From an optimization exercise on the open Yosys and OpenROAD flow, aimed at small area, a short achievable clock period and few clock cycles per item; shortcuts taken in it are not production practice. At most, simulation tests tie the RTL to the original design; equivalence was not proved. Power is estimated from default activity; no workload was simulated.

==> v12 <==
==> flow/design.v (excerpt) <==
module SET (rst,clk,en,central,radius,mode,busy,valid,candidate);
clock: 8.0 ns
lec_check: 0
cap_margin: 20
core_margin: 2
core_utilization: 40
setup_slack_margin: 2
slew_margin: 20
run.sh (not shown) runs the stock make flow with config.mk's settings and CLKGATE_MAP_FILE= SYNTH_SCRIPT=/design/flow/synth_recipe.tcl, a recipe that flattens the netlist after the stock synthesis.
==> inputs of v1, as changes to v12 <==
==> flow/design.v (replaced) <==
module SET (rst,clk,en,central,radius,mode,busy,valid,candidate);
    input   rst;
    input   clk;
    input   en;
    input   [23:0]central;
    input   [11:0]radius;
    input   [1:0]mode;
    output    busy;
    output    valid;
    output   [7:0]candidate;
    reg  [3:0] ph;
    reg        valid_r;
    always @(posedge clk or posedge rst) begin
        if (rst) begin
            ph      <= 4'd0;
            valid_r <= 1'b0;
        end else begin
            if (en)
                ph <= 4'd1;
            else if (ph == 4'd9)
                ph <= 4'd0;
            else if (ph != 4'd0)
                ph <= ph + 4'd1;
            valid_r <= (ph == 4'd8);
        end
    end
    assign busy  = (ph != 4'd0);
    assign valid = valid_r;
    wire [3:0] ax = central[23:20], ay = central[19:16], ar = radius[11:8];
    wire [3:0] bx = central[15:12], by = central[11:8],  br = radius[7:4];
    wire [3:0] cx = central[7:4],   cy = central[3:0],   cr = radius[3:0];
    function [79:0] prof;
        input [3:0] r;
        begin
            case (r)
                4'd0: prof = 80'h84210842108421084200;
                4'd1: prof = 80'h84210842108421084001;
                4'd2: prof = 80'h84210842108421080022;
                4'd3: prof = 80'h84210842108421000843;
                4'd4: prof = 80'h84210842108420010c64;
                4'd5: prof = 80'h84210842108400321085;
                4'd6: prof = 80'h842108421080064294a6;
                4'd7: prof = 80'h842108421000c85318c7;
                4'd8: prof = 80'h8421084200194c639ce8;
                4'd9: prof = 80'h8421084004298e842109;
                4'd10: prof = 80'h84210800863a1094a52a;
                4'd11: prof = 80'h84210010c74252a5294b;
                4'd12: prof = 80'h84200218e84a94b5ad6c;
                4'd13: prof = 80'h840053212a52d8c6318d;
                4'd14: prof = 80'h800a74254b631ad6b5ae;
                4'd15: prof = 80'h014e952d8c6b5ce739cf;
            endcase
        end
    endfunction
    function [3:0] absdiff;
        input [3:0] p, q;
        begin
            absdiff = (p > q) ? (p - q) : (q - p);
        end
    endfunction
    function [7:0] rowmask;
        input [3:0] x0;
        input [4:0] w;
        reg [5:0] lo, hi;
        integer x;
        begin
            lo = {2'b00, x0} - {2'b00, w[3:0]};    
            hi = {2'b00, x0} + {2'b00, w[3:0]};
            for (x = 1; x <= 8; x = x + 1)
                rowmask[x-1] = ~w[4] & (lo[5] | (lo[4:0] <= x)) & (hi >= x);
        end
    endfunction
    function [7:0] pick;
        input [1:0] m;
        input [7:0] a, b, c;
        begin
            case (m)
                2'd0: pick = a;
                2'd1: pick = a & b;
                2'd2: pick = a ^ b;
                default: pick = (a & b & ~c) | (a & ~b & c) | (~a & b & c);
            endcase
        end
    endfunction
    function [3:0] ones;
        input [7:0] v;
        integer i;
        begin
            ones = 0;
            for (i = 0; i < 8; i = i + 1)
                ones = ones + v[i];
        end
    endfunction
    wire [79:0] pra = prof(ar);
    wire [79:0] prb = prof(br);
    wire [79:0] prc = prof(cr);
    wire [3:0] y0 = ph * 1 + 1;
    reg  [4:0] wa0, wb0, wc0;
    always @(posedge clk) begin
        wa0 <= pra[5 * absdiff(ay, y0) +: 5];
        wb0 <= prb[5 * absdiff(by, y0) +: 5];
        wc0 <= prc[5 * absdiff(cy, y0) +: 5];
    end
    wire [7:0] sel = {pick(mode, rowmask(ax, wa0), rowmask(bx, wb0), rowmask(cx, wc0))};
    reg  [3:0] n;
    reg        first1, first2;
    always @(posedge clk) begin
        n      <= ones(sel);
        first1 <= (ph == 4'd0);
        first2 <= first1;
    end
    reg  [5:0] acc;
    wire [6:0] sum = n + (first2 ? 6'd0 : acc);
    always @(posedge clk)
        acc <= sum[5:0];
    assign candidate = {1'b0, sum};
endmodule
--- a/flow/config.mk
+++ b/flow/config.mk
@@ -6,7 +6,6 @@
 export NUM_CORES = 4
 export LEC_CHECK = 0
 export CAP_MARGIN = 20
 export CORE_MARGIN = 2
 export CORE_UTILIZATION = 40
-export SETUP_SLACK_MARGIN = 2
 export SLEW_MARGIN = 20
==> comparison <==
Against v1, the register-to-register slack of v12 is lower by 0.20 ns.
In cell count, v12 is at 3.0 times the value of v1.
Clock skew: v1 is lower than v12 (0.0039 ns).
Sequential share of layout area: v12 is lower than v1 (5.2 points).
Between v12 and v1, the lower critical path depth is in v1 (gap 4).
In v1 the sequential cell count is lower than in v12, by 10.
In v1 the wire length is smaller than in v12, by 76%.
Against v12, the first-iteration DRC count of v1 is lower by about 80%.
No run of this note included a check of the RTL's function; only the layout flow was run.

==> job 7263: inputs <==
Another version of the RTL of SET (not shown whole).
clock: 8.0 ns
lec_check: 0
cap_margin: 20
core_margin: 2
core_utilization: 40
setup_slack_margin: 1
slew_margin: 20
==> inputs of job 3097, as changes to job 7263 <==
==> flow/flow/run.sh (new file) <==
#!/bin/bash
# The standard layout, with the port buffers made of plain buffers
# (sky130_fd_sc_hd__buf_4) instead of the default cell.
set -euo pipefail
export BUFFER_PORTS_ARGS="-buffer_cell sky130_fd_sc_hd__buf_4"
bash standard.sh > standard.log 2>&1
==> flow/standard.sh (new file) <==
#!/bin/bash
# synth_recipe.tcl (not shown) runs the flow's synth.tcl, then flattens the netlist and writes it again
# the make line also repeats each setting of config.mk as NAME=value (left out here)
make -C /OpenROAD-flow-scripts/flow DESIGN_CONFIG=/design/flow/config.mk WORK_HOME=/design/flow/orfs CLKGATE_MAP_FILE= SYNTH_SCRIPT=/design/flow/synth_recipe.tcl "${@:-finish}"
removed: flow/run.sh
==> inputs of job 2610, as changes to job 7263 <==
--- a/flow/design.v
+++ b/flow/design.v
@@ -25,19 +25,21 @@
             else if (ph != 3'd0)
                 ph <= ph + 3'd1;
             valid_r <= (ph == 3'd3);
         end
     end
     assign busy  = (ph != 3'd0);
     assign valid = valid_r;
     wire [11:0] pa = {central[23:16], radius[11:8]};
-    wire [11:0] pb = (mode == 2'd0) ? pa : {central[15:8], radius[7:4]};
-    wire [11:0] pc = (mode == 2'd3) ? {central[7:0], radius[3:0]} :
-                     (mode == 2'd2) ? {4'd4, 4'd4, 4'd15} : {4'd15, 4'd15, 4'd0};
+    wire [11:0] pb = {central[15:8], radius[7:4]};
+    wire [11:0] pc = {central[7:0], radius[3:0]};
+    wire        m0 = (mode == 2'd0);
+    wire        m2 = (mode == 2'd2);
+    wire        m3 = (mode == 2'd3);
     function [79:0] prof;
         input [3:0] r;
         begin
             case (r)
                 4'd0: prof = 80'h84210842108421084200;
                 4'd1: prof = 80'h84210842108421084001;
                 4'd2: prof = 80'h84210842108421080022;
                 4'd3: prof = 80'h84210842108421000843;
@@ -334,18 +336,20 @@
                 rowmask[x-1] = ~w[4] & (lo[5] | (lo[4:0] <= x)) & (hi >= x);
         end
     endfunction
     wire [79:0] pra = prof(pa[3:0]);
     wire [79:0] prb = prof(pb[3:0]);
     wire [79:0] prc = prof(pc[3:0]);
     wire [3:0]  y1  = {ph[1:0], 1'b1};
     wire [3:0]  y2  = {ph[1:0], 1'b0} + 4'd2;
-    wire [7:0]  a1 = rowmask(pa, pra, y1), b1 = rowmask(pb, prb, y1), c1 = rowmask(pc, prc, y1);
-    wire [7:0]  a2 = rowmask(pa, pra, y2), b2 = rowmask(pb, prb, y2), c2 = rowmask(pc, prc, y2);
+    wire [7:0]  a1 = rowmask(pa, pra, y1), bb1 = rowmask(pb, prb, y1), cc1 = rowmask(pc, prc, y1);
+    wire [7:0]  a2 = rowmask(pa, pra, y2), bb2 = rowmask(pb, prb, y2), cc2 = rowmask(pc, prc, y2);
+    wire [7:0]  b1 = m0 ? a1 : bb1, b2 = m0 ? a2 : bb2;
+    wire [7:0]  c1 = m3 ? cc1 : {8{m2}}, c2 = m3 ? cc2 : {8{m2}};
     wire [15:0] two = {(a2 & b2 & ~c2) | (a2 & ~b2 & c2) | (~a2 & b2 & c2),
                        (a1 & b1 & ~c1) | (a1 & ~b1 & c1) | (~a1 & b1 & c1)};
     always @(posedge clk) begin
         hit   <= two;
         first <= (ph == 3'd0);
     end
     reg [4:0] n;
     integer i;
==> flow/flow/run.sh (new file) <==
#!/bin/bash
# The standard layout, with the port buffers made of plain buffers
# (sky130_fd_sc_hd__buf_4) instead of the default cell.
set -euo pipefail
export BUFFER_PORTS_ARGS="-buffer_cell sky130_fd_sc_hd__buf_4"
bash standard.sh > standard.log 2>&1
==> flow/standard.sh (new file) <==
#!/bin/bash
# synth_recipe.tcl (not shown) runs the flow's synth.tcl, then flattens the netlist and writes it again
# the make line also repeats each setting of config.mk as NAME=value (left out here)
make -C /OpenROAD-flow-scripts/flow DESIGN_CONFIG=/design/flow/config.mk WORK_HOME=/design/flow/orfs CLKGATE_MAP_FILE= SYNTH_SCRIPT=/design/flow/synth_recipe.tcl "${@:-finish}"
Settings changed: SETUP_SLACK_MARGIN 1 to 1.5.
removed: flow/run.sh
==> inputs of job 2756, as changes to job 7263 <==
--- a/flow/design.v
+++ b/flow/design.v
@@ -25,19 +25,21 @@
             else if (ph != 3'd0)
                 ph <= ph + 3'd1;
             valid_r <= (ph == 3'd3);
         end
     end
     assign busy  = (ph != 3'd0);
     assign valid = valid_r;
     wire [11:0] pa = {central[23:16], radius[11:8]};
-    wire [11:0] pb = (mode == 2'd0) ? pa : {central[15:8], radius[7:4]};
-    wire [11:0] pc = (mode == 2'd3) ? {central[7:0], radius[3:0]} :
-                     (mode == 2'd2) ? {4'd4, 4'd4, 4'd15} : {4'd15, 4'd15, 4'd0};
+    wire [11:0] pb = {central[15:8], radius[7:4]};
+    wire [11:0] pc = {central[7:0], radius[3:0]};
+    wire        m0 = (mode == 2'd0);
+    wire        m2 = (mode == 2'd2);
+    wire        m3 = (mode == 2'd3);
     function [79:0] prof;
         input [3:0] r;
         begin
             case (r)
                 4'd0: prof = 80'h84210842108421084200;
                 4'd1: prof = 80'h84210842108421084001;
                 4'd2: prof = 80'h84210842108421080022;
                 4'd3: prof = 80'h84210842108421000843;
@@ -334,18 +336,20 @@
                 rowmask[x-1] = ~w[4] & (lo[5] | (lo[4:0] <= x)) & (hi >= x);
         end
     endfunction
     wire [79:0] pra = prof(pa[3:0]);
     wire [79:0] prb = prof(pb[3:0]);
     wire [79:0] prc = prof(pc[3:0]);
     wire [3:0]  y1  = {ph[1:0], 1'b1};
     wire [3:0]  y2  = {ph[1:0], 1'b0} + 4'd2;
-    wire [7:0]  a1 = rowmask(pa, pra, y1), b1 = rowmask(pb, prb, y1), c1 = rowmask(pc, prc, y1);
-    wire [7:0]  a2 = rowmask(pa, pra, y2), b2 = rowmask(pb, prb, y2), c2 = rowmask(pc, prc, y2);
+    wire [7:0]  a1 = rowmask(pa, pra, y1), bb1 = rowmask(pb, prb, y1), cc1 = rowmask(pc, prc, y1);
+    wire [7:0]  a2 = rowmask(pa, pra, y2), bb2 = rowmask(pb, prb, y2), cc2 = rowmask(pc, prc, y2);
+    wire [7:0]  b1 = m0 ? a1 : bb1, b2 = m0 ? a2 : bb2;
+    wire [7:0]  c1 = m3 ? cc1 : {8{m2}}, c2 = m3 ? cc2 : {8{m2}};
     wire [15:0] two = {(a2 & b2 & ~c2) | (a2 & ~b2 & c2) | (~a2 & b2 & c2),
                        (a1 & b1 & ~c1) | (a1 & ~b1 & c1) | (~a1 & b1 & c1)};
     always @(posedge clk) begin
         hit   <= two;
         first <= (ph == 3'd0);
     end
     reg [4:0] n;
     integer i;
==> flow/flow/run.sh (new file) <==
#!/bin/bash
# The standard layout, with the port buffers made of plain buffers
# (sky130_fd_sc_hd__buf_2) instead of the default cell.
set -euo pipefail
export BUFFER_PORTS_ARGS="-buffer_cell sky130_fd_sc_hd__buf_2"
bash standard.sh > standard.log 2>&1
==> flow/standard.sh (new file) <==
#!/bin/bash
# synth_recipe.tcl (not shown) runs the flow's synth.tcl, then flattens the netlist and writes it again
# the make line also repeats each setting of config.mk as NAME=value (left out here)
make -C /OpenROAD-flow-scripts/flow DESIGN_CONFIG=/design/flow/config.mk WORK_HOME=/design/flow/orfs CLKGATE_MAP_FILE= SYNTH_SCRIPT=/design/flow/synth_recipe.tcl "${@:-finish}"
Settings changed: SETUP_SLACK_MARGIN 1 to 2.5.
removed: flow/run.sh
==> qor.yml <==
setup_path:
  worst_path_max_delay_cell: "mux4_2"
global_route:
  grt_pass1_wl_mm: 61.2
outcome:
  status: "no timing/DRC/antenna violations"
route:
  wl_per_cell_um: 18.7
floorplanning:
  dieArea_um2: 30900
cts:
  clock_latency_ps: 280
timing:
  fin_crit_sh: 0.778
finish:
  nets: 1802
pwr:
  powerSeq_uw: 247
-- figures above: job 2610

==> qor.yml <==
route:
  wl_per_cell_um: 18.8
  dr.first_iter.drc_count: 1484
timing:
  whs_ps: 508
  fin_crit_sh: 0.834
outcome:
  status: "no timing/DRC/antenna violations"
pwr:
  pwr_density_cell_nw_per_um2: 366
  internal_power_mw: 1.99
  powerSeq_uw: 256
  power.group.top: "combinational logic"
yosys:
  yosys.area.top_type_share: 0.111
  syn-instance-count: 1652
  synth_fa_ha_area_frac: 0.160
global_route:
  grt_pass1_wl_mm: 60.6
cts:
  clock_latency_ps: 280
floorplanning:
  dieArea_um2: 29400
  initial_core_util: 0.405
setup_path:
  rr_worst_depth: 22
  worst_path_max_delay_cell: "clkdlybuf4s50_1"
finish:
  nets: 1795
-- figures above: job 7263

==> qor.yml <==
outcome:
  status: "no timing/DRC/antenna violations"
setup_path:
  critPathArrivalTime_ps: 6840
  worst_path_max_delay_cell: "o31a_1"
route:
  wl_per_cell_um: 19.0
  num_vias: 12472
timing:
  fin_crit_sh: 0.834
  report.final.slew_viol_count: 0
pwr:
  powerSeq_uw: 247
global_route:
  grt_pass1_wl_mm: 61.2
finish:
  nets: 1790
cts:
  clock_latency_ps: 270
floorplanning:
  dieArea_um2: 29400
-- figures above: job 3097

==> qor.yml <==
outcome:
  status: "no timing/DRC/antenna violations"
finish:
  nets: 1970
  final_area_um2: 15600
setup_path:
  worst_path_max_delay_cell: "fa_1"
route:
  wl_per_cell_um: 19.9
timing:
  rsz0062_at_grt: "true"
  fin_crit_sh: 0.718
pwr:
  powerSeq_uw: 248
floorplanning:
  dieArea_um2: 30900
cts:
  clock_latency_ps: 290
-- figures above: job 2756

Testbench counts of job 2610, summed over its fixed seeds: cycles 1,280, items 256.
Testbench counts of job 2756, summed over its fixed seeds: cycles 1,280, items 256.
No functional check of the RTL was part of job 7263 and job 3097.

port drivers added, routing unchanged:
The flow's constraints put no driver on any port. The routed layouts listed below were extracted and timed again, unchanged, in two steps. Step 1, drivers: a clkbuf_16 drives clk and a buf_2 each remaining input, both assumed. Step 2, shift: input delay + t, output delay - t, t = (earliest + latest rising clock arrival at the registers) / 2. This alone moves slack from input paths to output paths. Slacks: ideal ports / drivers / drivers and shift; pairs: ideal ports / drivers.
| run | t, ns | slack for setup (ns) | worst setup path after step 2 | worst register clock-pin slew, ns |
|---|---|---|---|---|
| v12 | 0.361 | 1.867 / 1.855 / 1.494 | input to register | 0.08 / 0.08 |
| v1 | 0.303 | 1.129 / 1.139 / 0.836 | input to register | 0.05 / 0.05 |
| job 7263 | 0.307 | 1.327 / 1.338 / 1.031 | input to register | 0.08 / 0.08 |
| job 3097 | 0.308 | 1.328 / 1.346 / 1.038 | input to register | 0.08 / 0.08 |
| job 2610 | 0.308 | 1.775 / 1.709 / 1.400 | input to register | 0.08 / 0.08 |
| job 2756 | 0.312 | 2.258 / 2.172 / 1.860 | input to register | 0.09 / 0.09 |
After both steps every run listed still meets setup and hold. The setup slack of job 2756, which loses most, moves by -0.086 ns with the drivers and by -0.398 ns with both steps.
